What follows belongs to an exercise in optimizing a design on an open flow for small area and a short achievable clock period; a production flow would make more cautious choices.
No run shown here included a check of the RTL's function; only the layout flow was run.
Power is estimated from default activity; no workload was simulated. No driver is modelled on the clock port, so clocking that relies on it looks cheaper here than on a real chip.

===== flow/design.v =====
module fifo(
  input clk,rst,wr_en,rd_en,
  input [7:0] buf_in,
  output reg [7:0]buf_out,
  output buf_empty,
  output reg buf_full,
  output reg [6:0] fifo_counter
);
  reg [7:0] buf_mem[63:0];
  reg not_empty;
  assign buf_empty = ~not_empty;
  wire wr_acc = wr_en & ~buf_full;
  wire rd_acc = rd_en & not_empty;
  wire inc = wr_acc & ~rd_acc;
  wire dec = rd_acc & ~wr_acc;
  integer i;
  always @(posedge clk) begin
    if (wr_acc) begin
      buf_mem[1] <= buf_in;
      for (i = 2; i < 64; i = i + 1)
        buf_mem[i] <= buf_mem[i-1];
      buf_mem[0] <= buf_mem[63];
    end
  end
  wire [7:0] lo0, lo1, lo2, lo3, hi;
  fifo_dec3 u_lo0 (.a(fifo_counter[2:0]), .y(lo0));
  fifo_dec3 u_lo1 (.a(fifo_counter[2:0]), .y(lo1));
  fifo_dec3 u_lo2 (.a(fifo_counter[2:0]), .y(lo2));
  fifo_dec3 u_lo3 (.a(fifo_counter[2:0]), .y(lo3));
  fifo_dec3 u_hi  (.a(fifo_counter[5:3]), .y(hi));
  wire [7:0] out_next;
  wire rd_hold_n = ~rd_acc;
  genvar gg, kk, bb;
  generate
    for (bb = 0; bb < 8; bb = bb + 1) begin : g_bit
      wire [7:0] grp;   
      wire [7:0] n;     
      wire [3:0] m;
      wire [1:0] k;
      wire h;           
      for (gg = 0; gg < 8; gg = gg + 1) begin : g_grp
        wire [7:0] lo = (gg < 2) ? lo0 : (gg < 4) ? lo1 : (gg < 6) ? lo2 : lo3;
        fifo_sel8 u_s (
          .d({buf_mem[8*gg+7][bb], buf_mem[8*gg+6][bb], buf_mem[8*gg+5][bb], buf_mem[8*gg+4][bb],
              buf_mem[8*gg+3][bb], buf_mem[8*gg+2][bb], buf_mem[8*gg+1][bb], buf_mem[8*gg][bb]}),
          .s(lo), .y(grp[gg]));
        fifo_nand3 u_n (.a(grp[gg]), .b(hi[gg]), .c(rd_acc), .y(n[gg]));
      end
      for (kk = 0; kk < 4; kk = kk + 1) begin : g_m
        fifo_nand2 u_m (.a(n[2*kk]), .b(n[2*kk+1]), .y(m[kk]));
      end
      for (kk = 0; kk < 2; kk = kk + 1) begin : g_k
        fifo_nor2 u_k (.a(m[2*kk]), .b(m[2*kk+1]), .y(k[kk]));
      end
      fifo_nand2 u_h (.a(buf_out[bb]), .b(rd_hold_n), .y(h));
      fifo_nand3 u_o (.a(k[0]), .b(k[1]), .c(h), .y(out_next[bb]));
    end
  endgenerate
  always @(posedge clk or posedge rst) begin
    if (rst)
      buf_out <= 8'd0;
    else
      buf_out <= out_next;
  end
  wire [6:0] cnt_up = fifo_counter + 7'd1;
  wire [6:0] cnt_dn = fifo_counter - 7'd1;
  always @(posedge clk or posedge rst) begin
    if (rst) begin
      fifo_counter <= 7'd0;
      not_empty <= 1'b0;
      buf_full <= 1'b0;
    end else begin
      if (inc)
        fifo_counter <= cnt_up;
      else if (dec)
        fifo_counter <= cnt_dn;
      buf_full  <= buf_full ? ~rd_en : (fifo_counter == 7'd63) & wr_en & ~rd_en;
      not_empty <= not_empty ? ~((fifo_counter == 7'd1) & rd_en & ~wr_en) : wr_en;
    end
  end
endmodule
module fifo_dec3(
  input [2:0] a,
  output [7:0] y
);
  assign y = 8'd1 << a;
endmodule
module fifo_sel8(
  input [7:0] d,
  input [7:0] s,
  output y
);
  assign y = |(d & s);
endmodule
module fifo_nand2(input a, b, output y);
  assign y = ~(a & b);
endmodule
module fifo_nand3(input a, b, c, output y);
  assign y = ~(a & b & c);
endmodule
module fifo_nor2(input a, b, output y);
  assign y = ~(a | b);
endmodule

===== flow/flow/run.sh =====
#!/bin/bash
# Standard ORFS layout, with plain buffers on the ports, resizing not limited
# to each cell's footprint, and larger clock-tree sink clusters.
set -euo pipefail
bash standard.sh MATCH_CELL_FOOTPRINT=0 \
  "BUFFER_PORTS_ARGS=-buffer_cell sky130_fd_sc_hd__buf_4" \
  "CTS_ARGS=-sink_clustering_enable -repair_clock_nets -dont_use_dummy_load -sink_clustering_size 30 -sink_clustering_max_diameter 100" \
  finish > flow.log 2>&1

===== flow/standard.sh =====
#!/bin/bash
# synth_recipe.tcl (not shown) runs the flow's synth.tcl, then flattens the netlist and writes it again
# the make line also repeats each setting of config.mk as NAME=value (left out here)
make -C /OpenROAD-flow-scripts/flow DESIGN_CONFIG=/design/flow/config.mk WORK_HOME=/design/flow/orfs CLKGATE_MAP_FILE= SYNTH_SCRIPT=/design/flow/synth_recipe.tcl "${@:-finish}"

===== flow/config.mk =====
export PLATFORM = sky130hd
export DESIGN_NAME = fifo
export DESIGN_NICKNAME = fifo
export VERILOG_FILES = /design/flow/design.v
export SDC_FILE = /design/flow/constraint.sdc
export NUM_CORES = 4
export LEC_CHECK = 0
export CAP_MARGIN = 20
export CORE_MARGIN = 2
export CORE_UTILIZATION = 40
export SETUP_SLACK_MARGIN = 1.4
export SLEW_MARGIN = 20
export SYNTH_HIERARCHICAL = 1
export SYNTH_MINIMUM_KEEP_SIZE = 0

===== flow/constraint.sdc =====
create_clock -name core_clock -period 3.3 [get_ports {clk}]
set_input_delay 0.6600 -clock core_clock [delete_from_list [all_inputs] [get_ports {clk}]]
set_output_delay 0.6600 -clock core_clock [all_outputs]
set_load 0.01 [all_outputs]

==> out/results.ini, run 1 <==
[run_status]
status=finished clean

[route]
first_pass_iters=5
drt-total-wl_mm=45.37
wire_per_inst_microns=25.16
num_vias=10850
ant_nets=0
vias_per_cell=6.019
drcViolationCount=0
drt_iter0_drc=1597

[global_route]
track_usage_pct=17.44
grt_start_max_net_pins=148
grt_pass1_wl_mm=66.25
first_global_vias=10480
antenna_found_initial=0
grt_overflow=0

[floorplanning]
core-area_sq_um=47750
dieArea_sq_um=50100
initial_core_util_pct=40.48
die_height_microns=223.8
die_x_microns=223.8
rows=80
boundaryPins=29

[worst_hold_path]
holdCritPathClass=in -> async

[sta]
fin_tns_setup_ns=0
slew_viol_final=0
rsz0062_at_grt=true
layout_setup_ws_ns=1.202
relSlewSlack_pct=42.59
max_freq_ghz=0.4767
hold_viol_final=0
fin_skew_ns=0.06657
fin_crit_sh_pct=63.57
setup_viol=0
post-route-min-period_ns=2.098
max_slew.worst_pin.slew_ns=0.8612

[setup_path]
rr_endpoint=buf_out[6]
path_max_fanout=16
end_kind=register
r2r_start=fifo_counter[0]
worstPathArrival_ns=2.56
required_ns=3.77
startpoint=fifo_counter[0]
rrSetupSlack_ns=1.20
start_kind=register
cp-endpoint=buf_out[6]
criticalPathCategory=reg -> reg
reg2reg_depth=9

[logic_synthesis]
yosysSeqAreaShare_pct=81.74
synth_most_common_cell=edfxtp_1
synth-edff-count=512
ys_ff_latch=529
synth_area_leaders=edfxtp_1 (80%), a22oi_1 (10%), dfrtp_1 (2.2%), nand4_1 (2.2%), nand3_1 (1.9%)
yosys.area.top_type=edfxtp_1
syn-num-nets=1076
ys_warn_count=8
syn_area_per_cell_sq_um=18.24
synth_flop_cell=edfxtp_1
syn_area_sq_um=19330
synthArstFlopShare_pct=3.214
synthTopCellsByCount=edfxtp_1 (512), a22oi_1 (257), nand3_1 (73), nand4_1 (67), nand2_1 (42)
postSynthCellCount=1060
synth_cell_type_count=30
yosysTopAreaCellShare_pct=79.54

[clock_tree]
clkSlewWorstSetupHoldPaths_ns=0.12
clk_latency_ns=0.58
cts.sinks=529
max-clock-path-buffers=3
cts_tree=built
clock-root-buffer=clkbuf_16
cts_made_buffers=21
htree_levels=1

[final_layout]
drive_gt1_share_pct=20.03
final_core_util_pct=46.71
syn2layout_area_growth_pct=15.37
finalInstanceArea_sq_um=22300
nNetsFinal=1206
num_antenna_cells=0

[power]
p_leak_nw=7.317
power_mw=16.89
powerDensity_nw_per_um2=757.5
ir_drop_uv=383.6

[place]
dp_hpwl_mm=26.13
placed_cell_area_sq_um=20800
port_buffers=28
finalWeightedCongestion=0.8253
place_ws_ns=0.8970

[job]
maxCapViolCount=0

==> layer usage <==
metal / vias to the layer above / track usage [%] / routed length [microns]
met5: - / 0 / 0
met4: 0 / 3.978 / 1048
met3: 58 / 3.423 / 3479
met2: 452 / 26.75 / 20880
met1: 5579 / 25.85 / 19950
li1: 4764 / - / -
==> per-stage QoR <==
stage | hold WS [ns] | cells
2_1_floorplan | 0.4273 | 1060
3_3_place_gp | 0.4283 | 1730
3_5_place_dp | 0.4335 | 1730
6_report | 0.2117 | 1803
5_1_grt | 0.2622 | 1803
4_1_cts | 0.2322 | 1788
==> sequential cells by signal (all words and copies together), names as in the netlist <==
| name | cells |
|---|---|
| buf_out | 8 |
| fifo_counter | 7 |
| not_empty | 1 |
| buf_mem | 512 |
| buf_full | 1 |
==> Yosys stat by module (local to each module, per instance) <==
module	times used	cells inside	flops+latches
fifo	1	572	529
fifo_dec3	5	8	0
fifo_sel8	64	5	0
fifo_nand3	72	1	0
fifo_nand2	40	1	0
fifo_nor2	16	1	0
==> cell usage in the layout (no fill, tap or decap), types with 7 or more instances in the layout <==
cell and instances:
a22oi_1 228, buf_6 19, buf_4 64, a22oi_2 29
buf_12 7, nor2_1 10, nand3_2 9, buf_8 7
and3b_4 14, nand3_1 64, nand2_1 35, dfrtp_1 8
nor3b_4 12, edfxtp_1 512, nand4_1 67, clkbuf_16 24
==> final cells by class <==
type | count | area, sq um
inverter | 6 | 26.28
timing repair buffer | 103 | 1097
multi-input combinational | 529 | 4064
fill | 3978 | 25440
tap | 615 | 769.5
sequential | 529 | 15820
clock buffer | 21 | 525.5
==> what timing repair did <==
item | in CTS | in global routing
gates cloned | 3 | 5
resized for setup | 74 | 48
pin swaps | 31 | 47
buffers inserted | 34 | 10
setup endpoints to repair | 199 | 216
hold buffers | 0 | 0
==> logic make-up after synthesis <==
group | after synthesis | synth area share [%]
flops | 529 | 81.74
compound gates | 263 | 10.22
simple gates | 248 | 7.250
buf+inv | 8 | 0.1618
xor+xnor | 7 | 0.3172
fa+ha+maj | 4 | 0.2589
mux | 1 | 0.05179
==> critical path, cell delays in order (launching register included) <==
cell     delay, ns
dfrtp_4       0.55
buf_6         0.17
nor3b_4       0.16
buf_8         0.17
a22oi_1       0.15
nand4_1       0.25
nand3_1       0.19
nand2_2       0.09
nor2_4        0.16
nand3_1       0.08
==> report_power, final <==
part           switching (mW)  internal [mW]  leakage (nW)  total, mW
clock network            1.90           1.16         0.259       3.06
registers               0.393           7.94          5.21       8.33
logic                    3.30           2.20          1.85       5.50
total                    5.60           11.3          7.32       16.9
==> worst min-delay path by stage <==
stage | endpoint | slack (ns)
finish | fifo_counter[6] | 0.21
global route | not_empty | 0.26
CTS | fifo_counter[6] | 0.23
detailed placement | buf_mem[26][2] | 0.43
global placement | buf_mem[35][6] | 0.43
floorplan | buf_mem[0][0] | 0.43
==> inputs of run 2 (changes only) <==
==> flow/design.v (replaced) <==
module fifo(
  input clk,rst,wr_en,rd_en,
  input [7:0] buf_in,
  output reg [7:0]buf_out,
  output buf_empty,
  output buf_full,
  output [6:0] fifo_counter
);
  reg [6:0] count;
  reg full;
  reg [6:0] count_o;
  reg full_o;
  reg not_empty_o;
  assign fifo_counter = count_o;
  assign buf_full = full_o;
  assign buf_empty = ~not_empty_o;
  reg [7:0] buf_mem[63:0];
  reg [7:0] rsel_lo0, rsel_lo1, rsel_lo2, rsel_lo3;   
  reg [7:0] rsel_hi;                                  
  reg not_empty;
  wire wr_acc = wr_en & ~full;
  wire rd_acc = rd_en & not_empty;
  wire inc = wr_acc & ~rd_acc;
  wire dec = rd_acc & ~wr_acc;
  integer i;
  always @(posedge clk) begin
    if (wr_acc) begin
      buf_mem[0] <= buf_in;
      for (i = 1; i < 64; i = i + 1)
        buf_mem[i] <= buf_mem[i-1];
    end
  end
  reg [7:0] grp [7:0];
  reg [7:0] lo;
  reg [7:0] rd_data;
  integer g, j;
  always @* begin
    for (g = 0; g < 8; g = g + 1) begin
      case (g / 2)
        0: lo = rsel_lo0;
        1: lo = rsel_lo1;
        2: lo = rsel_lo2;
        default: lo = rsel_lo3;
      endcase
      grp[g] = 8'd0;
      for (j = 0; j < 8; j = j + 1)
        grp[g] = grp[g] | (buf_mem[8*g+j] & {8{lo[j]}});
    end
    rd_data = 8'd0;
    for (g = 0; g < 8; g = g + 1)
      rd_data = rd_data | (grp[g] & {8{rsel_hi[g]}});
  end
  always @(posedge clk or posedge rst) begin
    if (rst)
      buf_out <= 8'd0;
    else if (rd_acc)
      buf_out <= rd_data;
  end
  wire [6:0] cnt_up = count + 7'd1;
  wire [6:0] cnt_dn = count - 7'd1;
  wire [6:0] cnt_up_o = count_o + 7'd1;
  wire [6:0] cnt_dn_o = count_o - 7'd1;
  always @(posedge clk or posedge rst) begin
    if (rst) begin
      count <= 7'd0;
      count_o <= 7'd0;
      full_o <= 1'b0;
      not_empty_o <= 1'b0;
      rsel_lo0 <= 8'h80;
      rsel_lo1 <= 8'h80;
      rsel_lo2 <= 8'h80;
      rsel_lo3 <= 8'h80;
      rsel_hi <= 8'h80;
      not_empty <= 1'b0;
      full <= 1'b0;
    end else begin
      if (inc) begin
        count <= cnt_up;
        count_o <= cnt_up_o;
        rsel_lo0 <= {rsel_lo0[6:0], rsel_lo0[7]};
        rsel_lo1 <= {rsel_lo1[6:0], rsel_lo1[7]};
        rsel_lo2 <= {rsel_lo2[6:0], rsel_lo2[7]};
        rsel_lo3 <= {rsel_lo3[6:0], rsel_lo3[7]};
        if (rsel_lo0[7]) rsel_hi <= {rsel_hi[6:0], rsel_hi[7]};
      end else if (dec) begin
        count <= cnt_dn;
        count_o <= cnt_dn_o;
        rsel_lo0 <= {rsel_lo0[0], rsel_lo0[7:1]};
        rsel_lo1 <= {rsel_lo1[0], rsel_lo1[7:1]};
        rsel_lo2 <= {rsel_lo2[0], rsel_lo2[7:1]};
        rsel_lo3 <= {rsel_lo3[0], rsel_lo3[7:1]};
        if (rsel_lo0[0]) rsel_hi <= {rsel_hi[0], rsel_hi[7:1]};
      end
      full <= full ? ~rd_en : (count == 7'd63) & wr_en & ~rd_en;
      not_empty <= not_empty ? ~((count == 7'd1) & rd_en & ~wr_en) : wr_en;
      full_o <= full_o ? ~rd_en : (count == 7'd63) & wr_en & ~rd_en;
      not_empty_o <= not_empty_o ? ~((count == 7'd1) & rd_en & ~wr_en) : wr_en;
    end
  end
endmodule
==> flow/config.mk (replaced) <==
export PLATFORM = sky130hd
export DESIGN_NAME = fifo
export DESIGN_NICKNAME = fifo
export VERILOG_FILES = /design/flow/design.v
export SDC_FILE = /design/flow/constraint.sdc
export NUM_CORES = 4
export LEC_CHECK = 0
export ABC_AREA = 1
export CAP_MARGIN = 20
export CORE_MARGIN = 2
export CORE_UTILIZATION = 40
export SETUP_SLACK_MARGIN = 1.4
export SLEW_MARGIN = 20
==> run 2 against run 1 <==
Still clean on timing, DRC and antenna; sequential power grew 24%; total power rose by 1.4%; worst hold slack lost 0.13 ns; critical path type is now reg -> out; combinational power shrank 36%; global-route usage down 1.7 points; clock power up 9.8%; synthesized cell count grew 90%; setup slack better by 0.24 ns; area after synthesis is 21% higher; via count rose by 26%.
==> out/results.ini, run 2 <==
[place]
dp_hpwl_mm=28.10
port_buffers=28
dpl.cell_count=2731
finalWeightedCongestion=0.7562
placed_cell_area_sq_um=24060

[setup_path]
worstPathCellList=buf_6
r2r_start=full
start_kind=register
rr_endpoint=buf_mem[45][5]
end_kind=output pin
reg2reg_depth=4
slowest_stage=dfrtp_2
rrSetupSlack_ns=1.45
critPathTopFamily=flip-flops
max_stage_delay_ns=0.48
required_ns=2.64
criticalPathCategory=reg -> out
cp_num_buf_inv=1
worstPathArrival_ns=1.19
path_max_fanout=2

[logic_synthesis]
synth-xor-area-share_pct=0.4861
yosysTopAreaCellShare_pct=65.63
syn-num-nets=2035
ys_ff_latch=578
postSynthCellCount=2013
synthArstFlopShare_pct=11.42
synth-simple-area-share_pct=19.05
synth_top_family_by_area=simple AND/OR/NAND/NOR gates
synth_cell_type_count=34
ys_warn_count=3
synth_most_common_cell=nand2_1
synth_flop_cell=edfxtp_1
syn_area_sq_um=23420
synthMuxAreaShare_pct=0
synth_area_leaders=edfxtp_1 (66%), nand2_1 (15%), dfrtp_1 (6.5%), buf_6 (3.0%), nor2_1 (2.8%)
yosys.area.top_type=edfxtp_1
synthTopCellsByCount=nand2_1 (935), edfxtp_1 (512), nor2_1 (173), a21oi_1 (76), buf_6 (62)
synthAdderAreaFrac_pct=0.5662
yosysSeqAreaShare_pct=72.71
synth_compound_area_share_pct=2.729
synth-edff-count=512
syn_area_per_cell_sq_um=11.64

[power]
ir_drop_uv=379.5
powerDensity_nw_per_um2=678.7
p_leak_nw=10.15
power_mw=17.12

[route]
num_vias=13680
drt_iter0_drc=1121
drcViolationCount=0
vias_per_cell=4.883
drt-total-wl_mm=48.27
first_pass_iters=5
ant_nets=0
wire_per_inst_microns=17.23

[floorplanning]
core-area_sq_um=57810
dieArea_sq_um=60510
die_x_microns=246.0
rows=88
initial_core_util_pct=40.52
boundaryPins=29
die_height_microns=246.0

[sta]
max_freq_ghz=0.5391
hold_viol_final=0
rsz0062_at_grt=true
fin_crit_sh_pct=56.21
fin_skew_ns=0.04732
setup_viol=0
post-route-min-period_ns=1.855
max_slew.worst_pin.slew_ns=0.8522
slew_viol_final=0
relSlewSlack_pct=43.19

[final_layout]
layout_common_cells=nand2_1 (933), edfxtp_1 (512), nor2_1 (166)
finalInstanceArea_sq_um=25230
syn2layout_area_growth_pct=7.686
instances_no_fill=2801
num_antenna_cells=0
nNetsFinal=2060
mostFrequentLayoutCell=nand2_1
drive_gt1_share_pct=10.95
largest-register=buf_mem
largest_reg_flops=512

[clock_tree]
max-clock-path-buffers=3
cts.sinks=578
cts_made_buffers=23
clkSlewWorstSetupHoldPaths_ns=0.11
cts_tree=built
clk_latency_ns=0.58
htree_levels=1
clock-root-buffer=clkbuf_16

[global_route]
grt-busiest-layer=met2
grtUsageMet3_pct=1.917
grt_overflow=0
track_usage_pct=15.78
grtUsageMet1_pct=21.58
grt_start_max_net_pins=108
antenna_found_initial=0
first_global_vias=13530
grt_pass1_wl_mm=75.97
use_met2_pct=26.84

[job]
maxCapViolCount=0

[run_status]
status=finished clean

[worst_hold_path]
holdCritPathClass=in -> async

==> run 2: worst register-to-register path, stage by stage (launching register included) <==
cell and delay, ns:
dfrtp_1 0.43, nor2_4 0.15, buf_4 0.15, clkbuf_16 0.27, buf_8 0.48
==> run 2: how the worst max path moves through the flow <==
stage,startpoint,to,depth (start not counted)
finish,buf_out[1],buf_out[1],1
global route,full,count_o[5],10
CTS,full,buf_mem[45][5],3
detailed placement,rd_en,count_o[2],7
global placement,rd_en,count[4],10
floorplan,wr_en,count_o[6],12
==> run 2: report_power, final <==
| part | total (mW) | leakage [nW] | switching (mW) | internal [mW] |
|---|---|---|---|---|
| combinational | 3.50 | 4.16 | 2.07 | 1.43 |
| clock | 3.36 | 0.283 | 2.10 | 1.26 |
| sequential | 10.3 | 5.71 | 1.41 | 8.85 |
| total | 17.1 | 10.1 | 5.58 | 11.5 |
==> run 2: logic make-up (layout without fill, tap and decap cells) <==
family,Yosys count,in the layout
simple gates,1161,1161
fa+ha+maj,10,10
compound gates,116,116
flops,578,578
xor+xnor,13,13
buf+inv,135,158
==> run 2: cell type report <==
| cell class | count | area, sq um |
|---|---|---|
| clock buffers | 23 | 575.6 |
| inverters | 44 | 188.9 |
| multi-input cells | 1300 | 5579 |
| well taps | 765 | 957.2 |
| fillers | 5336 | 32580 |
| flip-flops and latches | 578 | 17110 |
| repair buffers | 91 | 818.3 |
==> run 2: metrics by stage <==
stage	setup slack (ns)	hold slack, ns	setup TNS, ns	utilization (%)
after floorplan	-6.985	0.4268	-3097.15	-
after global placement	0.6827	0.4279	0	41.63
after detailed placement	0.6272	0.4326	0	41.63
after CTS	1.328	0.07189	0	43.01
after global routing	1.365	0.08148	0	43.64
final	1.445	0.08301	0	43.64
==> run 2: per-layer routing <==
metal  wire, microns  part of all wire [%]
met4            1056                   2.2
met5               0                     0
met3            1698                   3.5
met1           22070                    46
met2           23440                    49
==> run 2: what timing repair did <==
action,4_1_cts,5_1_grt
hold buffers,0,0
pin swaps,4,7
resized for setup,42,33
buffers inserted,10,34
setup endpoints to repair,236,265
gates cloned,2,1

[port drivers added, routing unchanged]
In the flow no input, the clock included, has a driving cell. The finished layouts below were timed again as built, in two steps.
Step 1 (the two cells are an assumption about what drives the block):
set clk [get_ports {clk}]
set_driving_cell -lib_cell sky130_fd_sc_hd__clkbuf_16 $clk
set_driving_cell -lib_cell sky130_fd_sc_hd__buf_2 [delete_from_list [all_inputs] $clk]
Step 2 adds t to the input delays and takes it off the output delays; t is the mean of the earliest and latest rising clock arrival at the registers after step 1. Input paths then give back, and output paths get back, about the clock's delay inside the block.
Three values: ideal ports, drivers, drivers and shift; two values: the first two.
| run | t (ns) | setup slack, ns | hold WS [ns] | worst setup path at the end | worst slew at a driven data input, ns |
|---|---|---|---|---|---|
| run 1 | 0.598 | 1.202 / 1.174 / 1.138 | 0.212 / 0.181 / 0.422 | input to register | 0.03 |
| run 2 | 0.609 | 1.445 / 1.390 / 1.046 | 0.083 / 0.049 / 0.419 | input to register | 0.04 |
After both steps setup and hold are still met in every run listed. The setup slack of run 2, which loses most, moves by -0.055 ns with the drivers and by -0.399 ns with both steps.
